From an optimization exercise on the open Yosys and OpenROAD flow, aimed at small area; shortcuts taken in it are not production practice. In this exercise RTL edits were held to simulation tests only and were not proved equivalent to the original. No activity file was given, so power comes from the tool's default toggle rates.

`flow/run.sh`:
```
#!/bin/bash
# synth_recipe.tcl (not shown) runs the flow's synth.tcl, then flattens the netlist and writes it again
# the make line also repeats each setting of config.mk as NAME=value (left out here)
make -C /OpenROAD-flow-scripts/flow DESIGN_CONFIG=/design/flow/config.mk WORK_HOME=/design/flow/orfs CLKGATE_MAP_FILE= SYNTH_SCRIPT=/design/flow/synth_recipe.tcl finish
```
`flow/config.mk`:
```
export PLATFORM = sky130hd
export DESIGN_NAME = fp_convert_unit
export DESIGN_NICKNAME = fp_convert_unit
export VERILOG_FILES = /design/flow/design.v
export SDC_FILE = /design/flow/constraint.sdc
export NUM_CORES = 4
export LEC_CHECK = 0
export CAP_MARGIN = 20
export CORE_MARGIN = 2
export CORE_UTILIZATION = 40
export PLACE_DENSITY = 0.6
export SLEW_MARGIN = 20
```
`flow/constraint.sdc`:
```
create_clock -name core_clock -period 10.0 [get_ports {clk}]
set_input_delay 2.0000 -clock core_clock [delete_from_list [all_inputs] [get_ports {clk}]]
set_output_delay 2.0000 -clock core_clock [all_outputs]
set_load 0.01 [all_outputs]
```
`flow/design.v`:
```
`timescale 1ns / 1ps
module LZC
(
	input [31:0] i,
    output [5:0] o
);
wire [3:0] cnt1, cnt2, cnt3, cnt4;
cntlz8 u1 (i[ 7: 0],cnt1);
cntlz8 u2 (i[15: 8],cnt2);
cntlz8 u3 (i[23:16],cnt3);
cntlz8 u4 (i[31:24],cnt4);
assign o =
    !cnt4[3] ? cnt4 :
    !cnt3[3] ? cnt3 + 6'd8 :
    !cnt2[3] ? cnt2 + 6'd16 :
     cnt1 + 6'd24;
endmodule
module cntlz8(
input [7:0] i,
output reg [3:0] o
);
always @(i)
    case (i)
    8'b00000000:    o = 8;
    8'b00000001:    o = 7;
    8'b00000010:    o = 6;
    8'b00000011:    o = 6;
    8'b00000100:    o = 5;
    8'b00000101:    o = 5;
    8'b00000110:    o = 5;
    8'b00000111:    o = 5;
    8'b00001000:    o = 4;
    8'b00001001:    o = 4;
    8'b00001010:    o = 4;
    8'b00001011:    o = 4;
    8'b00001100:    o = 4;
    8'b00001101:    o = 4;
    8'b00001110:    o = 4;
    8'b00001111:    o = 4;
    8'b00010000:    o = 3;
    8'b00010001:    o = 3;
    8'b00010010:    o = 3;
    8'b00010011:    o = 3;
    8'b00010100:    o = 3;
    8'b00010101:    o = 3;
    8'b00010110:    o = 3;
    8'b00010111:    o = 3;
    8'b00011000:    o = 3;
    8'b00011001:    o = 3;
    8'b00011010:    o = 3;
    8'b00011011:    o = 3;
    8'b00011100:    o = 3;
    8'b00011101:    o = 3;
    8'b00011110:    o = 3;
    8'b00011111:    o = 3;
    8'b00100000:    o = 2;
    8'b00100001:    o = 2;
    8'b00100010:    o = 2;
    8'b00100011:    o = 2;
    8'b00100100:    o = 2;
    8'b00100101:    o = 2;
    8'b00100110:    o = 2;
    8'b00100111:    o = 2;
    8'b00101000:    o = 2;
    8'b00101001:    o = 2;
    8'b00101010:    o = 2;
    8'b00101011:    o = 2;
    8'b00101100:    o = 2;
    8'b00101101:    o = 2;
    8'b00101110:    o = 2;
    8'b00101111:    o = 2;
    8'b00110000:    o = 2;
    8'b00110001:    o = 2;
    8'b00110010:    o = 2;
    8'b00110011:    o = 2;
    8'b00110100:    o = 2;
    8'b00110101:    o = 2;
    8'b00110110:    o = 2;
    8'b00110111:    o = 2;
    8'b00111000:    o = 2;
    8'b00111001:    o = 2;
    8'b00111010:    o = 2;
    8'b00111011:    o = 2;
    8'b00111100:    o = 2;
    8'b00111101:    o = 2;
    8'b00111110:    o = 2;
    8'b00111111:    o = 2;
    8'b01000000:    o = 1;
    8'b01000001:    o = 1;
    8'b01000010:    o = 1;
    8'b01000011:    o = 1;
    8'b01000100:    o = 1;
    8'b01000101:    o = 1;
    8'b01000110:    o = 1;
    8'b01000111:    o = 1;
    8'b01001000:    o = 1;
    8'b01001001:    o = 1;
    8'b01001010:    o = 1;
    8'b01001011:    o = 1;
    8'b01001100:    o = 1;
    8'b01001101:    o = 1;
    8'b01001110:    o = 1;
    8'b01001111:    o = 1;
    8'b01010000:    o = 1;
    8'b01010001:    o = 1;
    8'b01010010:    o = 1;
    8'b01010011:    o = 1;
    8'b01010100:    o = 1;
    8'b01010101:    o = 1;
    8'b01010110:    o = 1;
    8'b01010111:    o = 1;
    8'b01011000:    o = 1;
    8'b01011001:    o = 1;
    8'b01011010:    o = 1;
    8'b01011011:    o = 1;
    8'b01011100:    o = 1;
    8'b01011101:    o = 1;
    8'b01011110:    o = 1;
    8'b01011111:    o = 1;
    8'b01100000:    o = 1;
    8'b01100001:    o = 1;
    8'b01100010:    o = 1;
    8'b01100011:    o = 1;
    8'b01100100:    o = 1;
    8'b01100101:    o = 1;
    8'b01100110:    o = 1;
    8'b01100111:    o = 1;
    8'b01101000:    o = 1;
    8'b01101001:    o = 1;
    8'b01101010:    o = 1;
    8'b01101011:    o = 1;
    8'b01101100:    o = 1;
    8'b01101101:    o = 1;
    8'b01101110:    o = 1;
    8'b01101111:    o = 1;
    8'b01110000:    o = 1;
    8'b01110001:    o = 1;
    8'b01110010:    o = 1;
    8'b01110011:    o = 1;
    8'b01110100:    o = 1;
    8'b01110101:    o = 1;
    8'b01110110:    o = 1;
    8'b01110111:    o = 1;
    8'b01111000:    o = 1;
    8'b01111001:    o = 1;
    8'b01111010:    o = 1;
    8'b01111011:    o = 1;
    8'b01111100:    o = 1;
    8'b01111101:    o = 1;
    8'b01111110:    o = 1;
    8'b01111111:    o = 1;
    8'b10000000:    o = 0;
    8'b10000001:    o = 0;
    8'b10000010:    o = 0;
    8'b10000011:    o = 0;
    8'b10000100:    o = 0;
    8'b10000101:    o = 0;
    8'b10000110:    o = 0;
    8'b10000111:    o = 0;
    8'b10001000:    o = 0;
    8'b10001001:    o = 0;
    8'b10001010:    o = 0;
    8'b10001011:    o = 0;
    8'b10001100:    o = 0;
    8'b10001101:    o = 0;
    8'b10001110:    o = 0;
    8'b10001111:    o = 0;
    8'b10010000:    o = 0;
    8'b10010001:    o = 0;
    8'b10010010:    o = 0;
    8'b10010011:    o = 0;
    8'b10010100:    o = 0;
    8'b10010101:    o = 0;
    8'b10010110:    o = 0;
    8'b10010111:    o = 0;
    8'b10011000:    o = 0;
    8'b10011001:    o = 0;
    8'b10011010:    o = 0;
    8'b10011011:    o = 0;
    8'b10011100:    o = 0;
    8'b10011101:    o = 0;
    8'b10011110:    o = 0;
    8'b10011111:    o = 0;
    8'b10100000:    o = 0;
    8'b10100001:    o = 0;
    8'b10100010:    o = 0;
    8'b10100011:    o = 0;
    8'b10100100:    o = 0;
    8'b10100101:    o = 0;
    8'b10100110:    o = 0;
    8'b10100111:    o = 0;
    8'b10101000:    o = 0;
    8'b10101001:    o = 0;
    8'b10101010:    o = 0;
    8'b10101011:    o = 0;
    8'b10101100:    o = 0;
    8'b10101101:    o = 0;
    8'b10101110:    o = 0;
    8'b10101111:    o = 0;
    8'b10110000:    o = 0;
    8'b10110001:    o = 0;
    8'b10110010:    o = 0;
    8'b10110011:    o = 0;
    8'b10110100:    o = 0;
    8'b10110101:    o = 0;
    8'b10110110:    o = 0;
    8'b10110111:    o = 0;
    8'b10111000:    o = 0;
    8'b10111001:    o = 0;
    8'b10111010:    o = 0;
    8'b10111011:    o = 0;
    8'b10111100:    o = 0;
    8'b10111101:    o = 0;
    8'b10111110:    o = 0;
    8'b10111111:    o = 0;
    8'b11000000:    o = 0;
    8'b11000001:    o = 0;
    8'b11000010:    o = 0;
    8'b11000011:    o = 0;
    8'b11000100:    o = 0;
    8'b11000101:    o = 0;
    8'b11000110:    o = 0;
    8'b11000111:    o = 0;
    8'b11001000:    o = 0;
    8'b11001001:    o = 0;
    8'b11001010:    o = 0;
    8'b11001011:    o = 0;
    8'b11001100:    o = 0;
    8'b11001101:    o = 0;
    8'b11001110:    o = 0;
    8'b11001111:    o = 0;
    8'b11010000:    o = 0;
    8'b11010001:    o = 0;
    8'b11010010:    o = 0;
    8'b11010011:    o = 0;
    8'b11010100:    o = 0;
    8'b11010101:    o = 0;
    8'b11010110:    o = 0;
    8'b11010111:    o = 0;
    8'b11011000:    o = 0;
    8'b11011001:    o = 0;
    8'b11011010:    o = 0;
    8'b11011011:    o = 0;
    8'b11011100:    o = 0;
    8'b11011101:    o = 0;
    8'b11011110:    o = 0;
    8'b11011111:    o = 0;
    8'b11100000:    o = 0;
    8'b11100001:    o = 0;
    8'b11100010:    o = 0;
    8'b11100011:    o = 0;
    8'b11100100:    o = 0;
    8'b11100101:    o = 0;
    8'b11100110:    o = 0;
    8'b11100111:    o = 0;
    8'b11101000:    o = 0;
    8'b11101001:    o = 0;
    8'b11101010:    o = 0;
    8'b11101011:    o = 0;
    8'b11101100:    o = 0;
    8'b11101101:    o = 0;
    8'b11101110:    o = 0;
    8'b11101111:    o = 0;
    8'b11110000:    o = 0;
    8'b11110001:    o = 0;
    8'b11110010:    o = 0;
    8'b11110011:    o = 0;
    8'b11110100:    o = 0;
    8'b11110101:    o = 0;
    8'b11110110:    o = 0;
    8'b11110111:    o = 0;
    8'b11111000:    o = 0;
    8'b11111001:    o = 0;
    8'b11111010:    o = 0;
    8'b11111011:    o = 0;
    8'b11111100:    o = 0;
    8'b11111101:    o = 0;
    8'b11111110:    o = 0;
    8'b11111111:    o = 0;
    endcase
endmodule
module FP_to_int
(
    input [63:0] INPUT,
    input SP_DP,
    input Signed_Unsigned,
    input [2:0] Rounding_Mode,
    output reg [31:0] OUTPUT,
    output reg INVALID,
    output reg OVERFLOW,                        
    output reg UNDERFLOW
);
wire [7:0] Zero_Exp_SP = {7{1'b1}};
wire [10:0] Zero_Exp_DP = {10{1'b1}};
wire sign;	
assign sign = SP_DP ? INPUT[63] : INPUT[31];
wire [7:0] exp_SP = INPUT[30:23];	
wire [10:0] exp_DP = INPUT[62:52];	
wire [23:0] man_SP = {exp_SP!=0,INPUT[22:0]};
wire [52:0] man_DP = {exp_DP!=0,INPUT[51:0]};	
wire INPUT_NaN = SP_DP ? ((&exp_DP) & (|INPUT[51:0])) : ((&exp_SP) & (|INPUT[22:0]));
wire [31:0] Max_Int_Signed  = (sign & ~INPUT_NaN) ? 32'b10000000000000000000000000000000 : 32'b01111111111111111111111111111111;
wire [31:0] Max_Int_Unsigned  = (sign & ~INPUT_NaN) ? 32'b00000000000000000000000000000000 : 32'b11111111111111111111111111111111;
wire INPUT_zero_SP = INPUT[30:0]==0;
wire INPUT_zero_DP = INPUT[62:0]==0;	
always @(*) begin
    if (INPUT_NaN == 1'b0) begin
        if(SP_DP==1) begin
            if(Signed_Unsigned==1) begin
                OVERFLOW  <= sign ?  1'b1 : exp_DP > (Zero_Exp_DP + 31);	
            end	
            else begin
                OVERFLOW  <= exp_DP > (Zero_Exp_DP + 30);
            end
            UNDERFLOW <= exp_DP < Zero_Exp_DP - 1;	
        end
        else begin
            if(Signed_Unsigned==1) begin
                OVERFLOW  <= sign ? 1'b1 : exp_SP > (Zero_Exp_SP + 31);	    
            end    
            else begin
                OVERFLOW  <= exp_SP > (Zero_Exp_SP + 30);	
            end	
            UNDERFLOW <= exp_SP < Zero_Exp_SP - 1;   
        end
    end
    else begin
        OVERFLOW  <= 1'b0;
        UNDERFLOW <= 1'b0;
    end
end				
always @(*) begin
    if ((INPUT_NaN == 1'b1) || (OVERFLOW == 1'b1) || (UNDERFLOW == 1'b1)) begin
        INVALID <= 1'b1;
    end
    else begin
        INVALID <= 1'b0;
    end
end
reg Add_Rounding_Bit;
wire [5:0] shift_SP = (31 - (exp_SP - Zero_Exp_SP));
wire [6:0] shift_DP = (63 - (exp_DP - Zero_Exp_DP));
wire [34:0] o1_SP = {man_SP,{8{1'b0}},3'b0} >> shift_SP;	
wire [31:0] o2_SP = o1_SP[34:3] + Add_Rounding_Bit;	
wire [34:0] o1_DP = {man_DP,{11{1'b0}},3'b0} >> shift_DP;	
wire [31:0] o2_DP = o1_DP[34:3] + Add_Rounding_Bit;	
wire LSB = o1_DP[3];
wire Guard = o1_DP[2];          
wire Round = o1_DP[1];
wire Sticky = o1_DP[0];
always @(*) begin
    case(Rounding_Mode)
        3'b000 : begin
                Add_Rounding_Bit <= Guard & (LSB | Round | Sticky);
                end
        3'b001  : begin
                Add_Rounding_Bit <= 1'b0;
                end
        3'b010 : begin
                Add_Rounding_Bit <= Signed_Unsigned ? 1'b0 : (sign & (Guard | Round | Sticky));
                end
        3'b011 : begin
                Add_Rounding_Bit <= Signed_Unsigned ? 1'b0 : ((~sign) & (Guard | Round | Sticky));
                end
        3'b100 : begin
                Add_Rounding_Bit <= Guard;
                end
        default: begin
                Add_Rounding_Bit <= 1'b0;
                end        
    endcase;
end
always @(*) begin
    if (SP_DP == 1) begin
        if (UNDERFLOW | INPUT_zero_DP)
            OUTPUT <= 0;
        else if (OVERFLOW | INPUT_NaN)
            if(Signed_Unsigned == 1)
                OUTPUT <= Max_Int_Unsigned;
            else
                OUTPUT <= Max_Int_Signed;
        else if (exp_DP==Zero_Exp_DP-1)
            OUTPUT <= 0;
        else
            if(Signed_Unsigned==1) begin
                OUTPUT <= o2_DP; 
            end    
            else begin
                OUTPUT <= sign ? -o2_DP : o2_DP;
            end
    end
    else begin
        if (UNDERFLOW | INPUT_zero_SP)
            OUTPUT <= 0;
        else if (OVERFLOW | INPUT_NaN)
            if(Signed_Unsigned == 1)
                OUTPUT <= Max_Int_Unsigned;
            else
                OUTPUT <= Max_Int_Signed;
        else if (exp_SP==Zero_Exp_SP-1)
            OUTPUT <= 0;
        else
            if(Signed_Unsigned==1) begin
                OUTPUT <= o2_SP; 
            end    
            else begin
                OUTPUT <= sign ? -o2_SP : o2_SP;
            end
    end
end
endmodule
`timescale 1ns / 1ps
module int_to_FP
(
    input [31:0] INPUT,
    input [2:0] Rounding_Mode,
    input SP_DP,
    input Signed_Unsigned,
    output reg [63:0] OUTPUT,
    output reg INEXACT
);
wire [7:0] Zero_Exp_SP = {7{1'b1}};
wire [10:0] Zero_Exp_DP = {10{1'b1}};
wire INPUT_zero = INPUT==0;
wire [31:0] INPUT_mag = Signed_Unsigned ? INPUT : INPUT[31] ? -INPUT : INPUT;
wire sign = Signed_Unsigned ? 1'b0 : INPUT[31];
wire [5:0] Leading_Zero_Count;
LZC  LZC (.i(INPUT_mag), .o(Leading_Zero_Count) );
wire [7:0] EXP_SP = INPUT_zero ? 0 : (Zero_Exp_SP + 31 - Leading_Zero_Count);
wire [10:0] EXP_DP = INPUT_zero ? 0 : (Zero_Exp_DP + 31 - Leading_Zero_Count);
wire [31:0] Sig_mag = INPUT_mag << Leading_Zero_Count;
wire LSB = Sig_mag[8];
wire Guard = Sig_mag[7];          
wire Round = Sig_mag[6];
wire Sticky = |Sig_mag[5:0];
reg Add_Rounding_Bit;
always @(*) begin
    case(Rounding_Mode)
        3'b000 : begin
                Add_Rounding_Bit <= Guard & (LSB | Round | Sticky);
                end
        3'b001  : begin
                Add_Rounding_Bit <= 1'b0;
                end
        3'b010 : begin
                Add_Rounding_Bit <= Signed_Unsigned ? 1'b0 : (sign & (Guard | Round | Sticky));
                end
        3'b011 : begin
                Add_Rounding_Bit <= Signed_Unsigned ? 1'b0 : ((~sign) & (Guard | Round | Sticky));
                end
        3'b100 : begin
                Add_Rounding_Bit <= Guard;
                end
        default: begin
                Add_Rounding_Bit <= 1'b0;
                end        
    endcase;
end
wire [22:0] Mantissa_SP = Sig_mag[30:8];
wire [51:0] Mantissa_DP = {Sig_mag[30:0] ,{21{1'b0}}};
always @(*) begin
    if(SP_DP==1) begin
        OUTPUT <= {sign,EXP_DP,Mantissa_DP};
        INEXACT <= 1'b0;
    end
    else begin
        OUTPUT <= {{32{1'b0}},sign,EXP_SP,Mantissa_SP} + Add_Rounding_Bit;
        INEXACT <= Add_Rounding_Bit;
    end   
end
endmodule
`timescale 1ns / 1ps
module FP_to_FP
(
    input [63:0] INPUT,
    input [2:0] Rounding_Mode,
    input SP_DP,
    output reg [63:0] OUTPUT,
    output reg OVERFLOW,                        
    output reg UNDERFLOW,
    output reg INEXACT
);
wire [10:0] Zero_Exp_DP = {10{1'b1}};
wire sign = SP_DP ? INPUT[63] : INPUT[31];
wire [7:0] exp_INPUT_SP = INPUT[30:23];	
wire [10:0] exp_INPUT_DP = INPUT[62:52];
wire [22:0] man_INPUT_SP = INPUT[22:0];
wire [51:0] man_INPUT_DP = INPUT[51:0];
wire INPUT_NaN = SP_DP ? ((&exp_INPUT_DP) & (|man_INPUT_DP)) : ((&exp_INPUT_SP) & (|man_INPUT_SP));
always @(*) begin
    if(INPUT_NaN == 1'b1) begin
       OVERFLOW  <= 1'b0;
       UNDERFLOW <= 1'b0;
    end
    else if(SP_DP==1) begin
       OVERFLOW  <= exp_INPUT_DP > (Zero_Exp_DP + 127);
       UNDERFLOW <= exp_INPUT_DP < (Zero_Exp_DP - 128);	
    end
    else begin
       OVERFLOW  <= (exp_INPUT_SP == 8'hFF);
       UNDERFLOW <= (exp_INPUT_SP == 8'h00);
    end
end	
wire [7:0] exp_SP = OVERFLOW ? {8{1'b1}} : UNDERFLOW ? {8{1'b0}} : (exp_INPUT_DP - 896);
wire [22:0] man_SP = OVERFLOW ? {23{1'b0}} : UNDERFLOW ? {23{1'b0}} : man_INPUT_DP[51:29];
wire [10:0] exp_DP = OVERFLOW ? {11{1'b1}} : UNDERFLOW ? {11{1'b0}} : ({3'b000,exp_INPUT_SP} + 896);
wire [51:0] man_DP = OVERFLOW ? {23{1'b0}} : UNDERFLOW ? {23{1'b0}} : {man_INPUT_SP,{29{1'b0}}};
wire LSB = man_INPUT_DP[29];
wire Guard = man_INPUT_DP[28];          
wire Round = man_INPUT_DP[27];
wire Sticky = |man_INPUT_DP[26:0];
reg Add_Rounding_Bit;
always @(*) begin
    case(Rounding_Mode)
        3'b000 : begin
                Add_Rounding_Bit <= Guard & (LSB | Round | Sticky);
                end
        3'b001  : begin
                Add_Rounding_Bit <= 1'b0;
                end
        3'b010 : begin
                Add_Rounding_Bit <= (sign & (Guard | Round | Sticky));
                end
        3'b011 : begin
                Add_Rounding_Bit <= ((~sign) & (Guard | Round | Sticky));
                end
        3'b100 : begin
                Add_Rounding_Bit <= Guard;
                end
        default: begin
                Add_Rounding_Bit <= 1'b0;
                end        
    endcase;
end
always @(*) begin
    if(SP_DP == 1) begin
        if(INPUT_NaN == 1'b1) begin
            OUTPUT <= {{32{1'b0}},32'h7FC00000};
            INEXACT <= 1'b0;
        end
        else begin
            OUTPUT <= {{32{1'b0}},sign,exp_SP,man_SP} + Add_Rounding_Bit;
            INEXACT <= Add_Rounding_Bit;
        end
    end
    else begin
        if(INPUT_NaN == 1'b1) begin
            OUTPUT <= 64'h7FF8000000000000;
            INEXACT <= 1'b0;
        end
        else begin
            OUTPUT <= {sign,exp_DP,man_DP};   
            INEXACT <= 1'b0;
        end
    end
end
endmodule
`timescale 1ns / 1ps
module SIGN_INJECTION
(
    input [63:0] INPUT_1,
    input [63:0] INPUT_2,
    input SP_DP,
    input [2:0] OPERATION,
    output reg [63:0] OUTPUT
);
wire sign_INPUT_1 = SP_DP ? INPUT_1[63] : INPUT_1[31];
wire sign_INPUT_2 = SP_DP ? INPUT_2[63] : INPUT_2[31];
wire sign = OPERATION[0] ? sign_INPUT_2 : OPERATION[1] ? ~sign_INPUT_2 : OPERATION[2] ? sign_INPUT_1 ^ sign_INPUT_2 : 1'b0;
always @(*) begin
    if(SP_DP == 1) begin
        OUTPUT <= {sign,INPUT_1[62:0]};
    end
    else begin
        OUTPUT <= {{32{1'b0}},sign,INPUT_1[30:0]};
    end
end
endmodule
`timescale 1ns / 1ps
module CONVERT
(
    input [63:0] INPUT_1,
    input [63:0] INPUT_2,
    input [2:0] Rounding_Mode,
    input SP_DP,
    input [2:0] OPERATION,
    output reg [63:0] OUTPUT,
    output reg INVALID,
    output reg OVERFLOW,                        
    output reg UNDERFLOW,
    output reg INEXACT
);
wire Signed_Unsigned = (OPERATION == 3'b001) || (OPERATION == 3'b011);
wire [63:0] INPUT_FP_to_int = ((OPERATION == 3'b000) || (OPERATION == 3'b001)) ? INPUT_1 : {64{1'b0}};
wire [31:0] INPUT_int_to_FP = ((OPERATION == 3'b010) || (OPERATION == 3'b011)) ? INPUT_1[31:0] : {32{1'b0}};
wire [63:0] INPUT_1_SIGN_INJECTION = ((OPERATION == 3'b100) || (OPERATION == 3'b101) || (OPERATION == 3'b110)) ? INPUT_1 : {64{1'b0}};  
wire [63:0] INPUT_2_SIGN_INJECTION = ((OPERATION == 3'b100) || (OPERATION == 3'b101) || (OPERATION == 3'b110)) ? INPUT_2 : {64{1'b0}};                     
wire [63:0] INPUT_FP_to_FP = (OPERATION == 3'b111) ? INPUT_1 : {64{1'b0}};
wire [2:0] OPERATION_SIGN_INJECTION = (OPERATION == 3'b100) ? 3'b001 : (OPERATION == 3'b101) ? 3'b010 : (OPERATION == 3'b110) ? 3'b100 : 3'b000;
wire [31:0] OUTPUT_FP_to_int;
wire [63:0] OUTPUT_int_to_FP;
wire [63:0] OUTPUT_SIGN_INJECTION;
wire [63:0] OUTPUT_FP_to_FP;
wire INVALID_FP_to_int;
wire OVERFLOW_FP_to_int;
wire OVERFLOW_FP_to_FP;
wire UNDERFLOW_FP_to_int;
wire UNDERFLOW_FP_to_FP;
wire INEXACT_int_to_FP;
wire INEXACT_FP_to_FP;
FP_to_int FP_TO_INT( .INPUT(INPUT_FP_to_int), .SP_DP(SP_DP), .Signed_Unsigned(Signed_Unsigned), .Rounding_Mode(Rounding_Mode), .OUTPUT(OUTPUT_FP_to_int), .INVALID(INVALID_FP_to_int), .OVERFLOW(OVERFLOW_FP_to_int), .UNDERFLOW(UNDERFLOW_FP_to_int));
int_to_FP INT_TO_FP( .INPUT(INPUT_int_to_FP), .Rounding_Mode(Rounding_Mode), .SP_DP(SP_DP), .Signed_Unsigned(Signed_Unsigned), .OUTPUT(OUTPUT_int_to_FP), .INEXACT(INEXACT_int_to_FP));
SIGN_INJECTION SGNJ( .INPUT_1(INPUT_1_SIGN_INJECTION), .INPUT_2(INPUT_2_SIGN_INJECTION), .SP_DP(SP_DP), .OPERATION(OPERATION_SIGN_INJECTION), .OUTPUT(OUTPUT_SIGN_INJECTION));
FP_to_FP FP_TO_FP( .INPUT(INPUT_FP_to_FP), .Rounding_Mode(Rounding_Mode), .SP_DP(~SP_DP), .OUTPUT(OUTPUT_FP_to_FP), .OVERFLOW(OVERFLOW_FP_to_FP), .UNDERFLOW(UNDERFLOW_FP_to_FP), .INEXACT(INEXACT_FP_to_FP));
always @(*) begin
    if((OPERATION == 3'b000) || (OPERATION == 3'b001)) begin
        OUTPUT <= {{32{1'b0}}, OUTPUT_FP_to_int};
        INVALID <= INVALID_FP_to_int;
        OVERFLOW <= OVERFLOW_FP_to_int;
        UNDERFLOW <= UNDERFLOW_FP_to_int;
        INEXACT <= 1'b0;
    end
    else if((OPERATION == 3'b010) || (OPERATION == 3'b011)) begin
        OUTPUT <= OUTPUT_int_to_FP;
        INVALID <= 1'b0;
        OVERFLOW <= 1'b0;
        UNDERFLOW <= 1'b0;
        INEXACT <= INEXACT_int_to_FP;
    end
    else if((OPERATION == 3'b100) || (OPERATION == 3'b101) || (OPERATION == 3'b110)) begin
        OUTPUT <= OUTPUT_SIGN_INJECTION;
        INVALID <= 1'b0;
        OVERFLOW <= 1'b0;
        UNDERFLOW <= 1'b0;
        INEXACT <= 1'b0;
    end
    else if(OPERATION == 3'b111) begin
        OUTPUT <= OUTPUT_FP_to_FP;
        INVALID <= 1'b0;
        OVERFLOW <= OVERFLOW_FP_to_FP;
        UNDERFLOW <= UNDERFLOW_FP_to_FP;
        INEXACT <= INEXACT_FP_to_FP;
    end
    else begin
        OUTPUT <= {64{1'b0}};
        INVALID <= 1'b0;
        OVERFLOW <= 1'b0;
        UNDERFLOW <= 1'b0;
        INEXACT <= 1'b0;
    end 
end
endmodule
`timescale 1ns / 1ps
module fp_convert_unit
(
    input             clk,
    input      [63:0] in1,
    input      [63:0] in2,
    input      [2:0]  rounding_mode,
    input             sp_dp,
    input      [2:0]  operation,
    output reg [63:0] result,
    output reg        invalid,
    output reg        overflow,
    output reg        underflow,
    output reg        inexact
);
reg [63:0] r_in1, r_in2;
reg [2:0]  r_rm, r_op;
reg        r_sp_dp;
wire [63:0] c_out;
wire        c_invalid, c_overflow, c_underflow, c_inexact;
CONVERT u_convert
(
    .INPUT_1       (r_in1),
    .INPUT_2       (r_in2),
    .Rounding_Mode (r_rm),
    .SP_DP         (r_sp_dp),
    .OPERATION     (r_op),
    .OUTPUT        (c_out),
    .INVALID       (c_invalid),
    .OVERFLOW      (c_overflow),
    .UNDERFLOW     (c_underflow),
    .INEXACT       (c_inexact)
);
always @(posedge clk) begin
    r_in1     <= in1;
    r_in2     <= in2;
    r_rm      <= rounding_mode;
    r_op      <= operation;
    r_sp_dp   <= sp_dp;
    result    <= c_out;
    invalid   <= c_invalid;
    overflow  <= c_overflow;
    underflow <= c_underflow;
    inexact   <= c_inexact;
end
endmodule
```
==> results.cfg <==
[yosys]
synth_top_cell_by_area = dfxtp_1
synthMostInstantiatedCell = nand2_1
synth_nets = 2910
synth-seq-cells = 141
ys_top_cells_by_count = 267 x nand2_1, 253 x nor2_1, 171 x o21ai_0
synth_cell_types = 120
synthArstFlopShare = 0
syn_area_sq_um = 20500
syn_avg_cell_area_sq_um = 7.449
synth_top_area_frac = 0.1377
synth-edff-count = 0
yosysWarnings = 7
synth.top_cells.by_area = dfxtp_1 14%, mux2i_1 6.3%, mux4_2 6.0%
synth_cells = 2752
ys_seq_area_frac = 0.1377
ys.flop_type = dfxtp_1

[sta]
layout_setup_ws_ns = 0.9489
fin_skew_ns = 0.04357
slew_headroom = 0.1903
fmax_ghz = 0.1105
hold_violations = 0
period_share = 0.9051
fin_setup_tns_ns = 0
setup_viol = 0
worst_pin_slew_ns = 1.211
grt_setup_unrepaired = false
period_needed_ns = 9.051
holdWs_ns = 0.5965
slew_viol_final = 0

[floorplanning]
dieArea_sq_um = 53070
die_height_um = 230.4
core_area_sq_um = 50380
rows = 82
die_x_um = 230.4
ioPinCount = 204
start_util = 0.4069

[finish]
drive_gt1_frac = 0.1222
area_delta_synth_final_pct = 12.43
layout.nets = 2928
final.fill_count = 5088
final-seq-area_sq_um = 2828
multi_input_area_sq_um = 16430
fin_cells = 3458

[cts]
cts_num_sinks = 141
clock_latency_ns = 0.52
postCtsHoldBufs = 0
numCtsBuffers = 17
postCtsSetupBuffers = 0
root_buffer = clkbuf_16
path_clk_slew_ns = 0.09
cts_tree = built
cts_resized = 0
clk_path_buf_depth = 2
cts_max_level = 4

[route]
firstDrtPassIters = 9
drc_errors = 0
viasPerCell = 7.096
vias = 24540
ant_nets = 0
drt-initial-drc-count = 4230
route.detailed.wl_per_inst_um = 29.97
wirelength_um = 103600

[grt]
grt_pass1_wl_um = 150700
grt_max_degree = 63
grt-ovfl-total = 0
grt_pass1_vias = 22550
antenna_found_initial = 10
grt.total_usage = 0.3780

[hold_path]
holdPathEnd = result[61]
min_path_type = register to register
hold_depth = 2
hp-start = r_in1[61]

[critical_path]
reg2reg_slack_ns = 0.95
crit_path_end_kind = register
startpoint = r_op[2]
cp_top_family = simple AND/OR/NAND/NOR gates
worstPathArrival_ns = 9.35
setup.worst_path.start_class = register
path_max_fanout = 24
criticalPathCategory = register to register
reg2reg_from = r_op[2]
r2r_end = result[25]
crit_buf_inv = 1
reg2reg_depth = 26
max_stage_delay_ns = 0.58
cp.required_ns = 10.30
slowest_stage = a211oi_1

[pwr]
ir_drop_mv = 0.1460
power_density_nw_per_um2 = 116.5
p_total_mw = 2.685
leakagePower_nw = 8.074

[placed_design]
dp_worst_setup_slack_ns = 1.179
dp_cells = 3421
routabilityCongestion = 1.087
dp_hpwl_um = 78180
port_buffers = 141

[run]
max_cap_viol_count = 0

[outcome]
status = complete, no violations
[worst max-delay path by stage]
stage | endpoint | slack, ns | cells after the start
2_1_floorplan | result[27] | 1.43 | 39
3_3_place_gp | result[25] | 1.22 | 26
3_5_place_dp | result[25] | 1.18 | 26
4_1_cts | result[25] | 1.19 | 26
5_1_grt | result[25] | 0.59 | 26
6_report | result[25] | 0.95 | 26
[area by class of cell]
type | instances | area share
multi-input combinational | 2328 | 0.7130
timing repair buffer | 246 | 0.09652
antenna | 3 | 0.0003257
clock buffer | 18 | 0.01905
inverter | 36 | 0.005863
tap | 672 | 0.03648
clock inverter | 14 | 0.006080
sequential | 141 | 0.1227
[cells by family (layout without fill, tap and decap cells)]
family | after synthesis | in the layout | share of synthesized area
xor+xnor | 183 | 183 | 0.07929
mux | 232 | 232 | 0.1503
fa+ha+maj | 22 | 22 | 0.01343
other cells | 0 | 3 | 0
compound gates | 856 | 856 | 0.2979
flops | 141 | 141 | 0.1377
simple gates | 1035 | 1035 | 0.2584
buf+inv | 283 | 314 | 0.06299
[where the power goes]
group,internal [mW],switching [mW]
Clock,0.336,0.321
Combinational,0.470,0.894
Sequential,0.607,0.0573
Total,1.41,1.27
[per-layer routing]
metal,wire [um],global-route usage
met1,40610,0.4914
met2,43910,0.5680
met3,11940,0.08671
met4,7164,0.2286
met5,0,0
[sequential cells by signal (all words and copies together), names as in the netlist]
register   count
r_in1         64
r_rm           3
inexact        1
r_op           3
r_in2          2
result        64
r_sp_dp        1
overflow       1
underflow      1
invalid        1
[tightest hold or removal path: stages, from the launching register on]
cell     delay [ns]
dfxtp_1        0.41
nand2_1        0.09
nand2_1        0.05
[metrics by stage]
stage | utilization | instance area (sq um)
2_1_floorplan | - | 20500
3_3_place_gp | 0.4454 | 22440
3_5_place_dp | 0.4455 | 22440
4_1_cts | 0.4570 | 23020
5_1_grt | 0.4574 | 23040
6_report | 0.4575 | 23050
[cells in the final DEF, fill, tap and decap left out, drive strengths merged, types with 60 or more instances in the layout]
cell and instances:
nand2 267, nor2 256, o21ai 180, clkdlybuf4s50 141
dfxtp 141, a21oi 139, mux2i 129, xnor2 103
buf 103, nand3 102, nor3 102, xor2 80
a211oi 60

[separate check: timing with driven ports]
How much do the figures lean on ideal ports? The routed layout below was timed once more, with nothing changed but the port constraints. Step 1 sets driving cells, clkbuf_16 on the clock port and buf_2 on the other inputs (assumed; they add their load-dependent delay and slew). Step 2 also shifts input and output timing later by t, the mid clock arrival at the registers, as if the neighbouring blocks saw the same clock. Three values: ideal ports, drivers, drivers and shift; two values: the first two.
shift t [ns]: 0.556
slack for setup (ns): 0.949 / 0.949 / 0.949
clock arrival spread, ns: 0.044 / 0.043
After both steps setup and hold are still met in this run. The setup slack of this run moves by 0.000 ns with the drivers and by 0.000 ns with both steps.
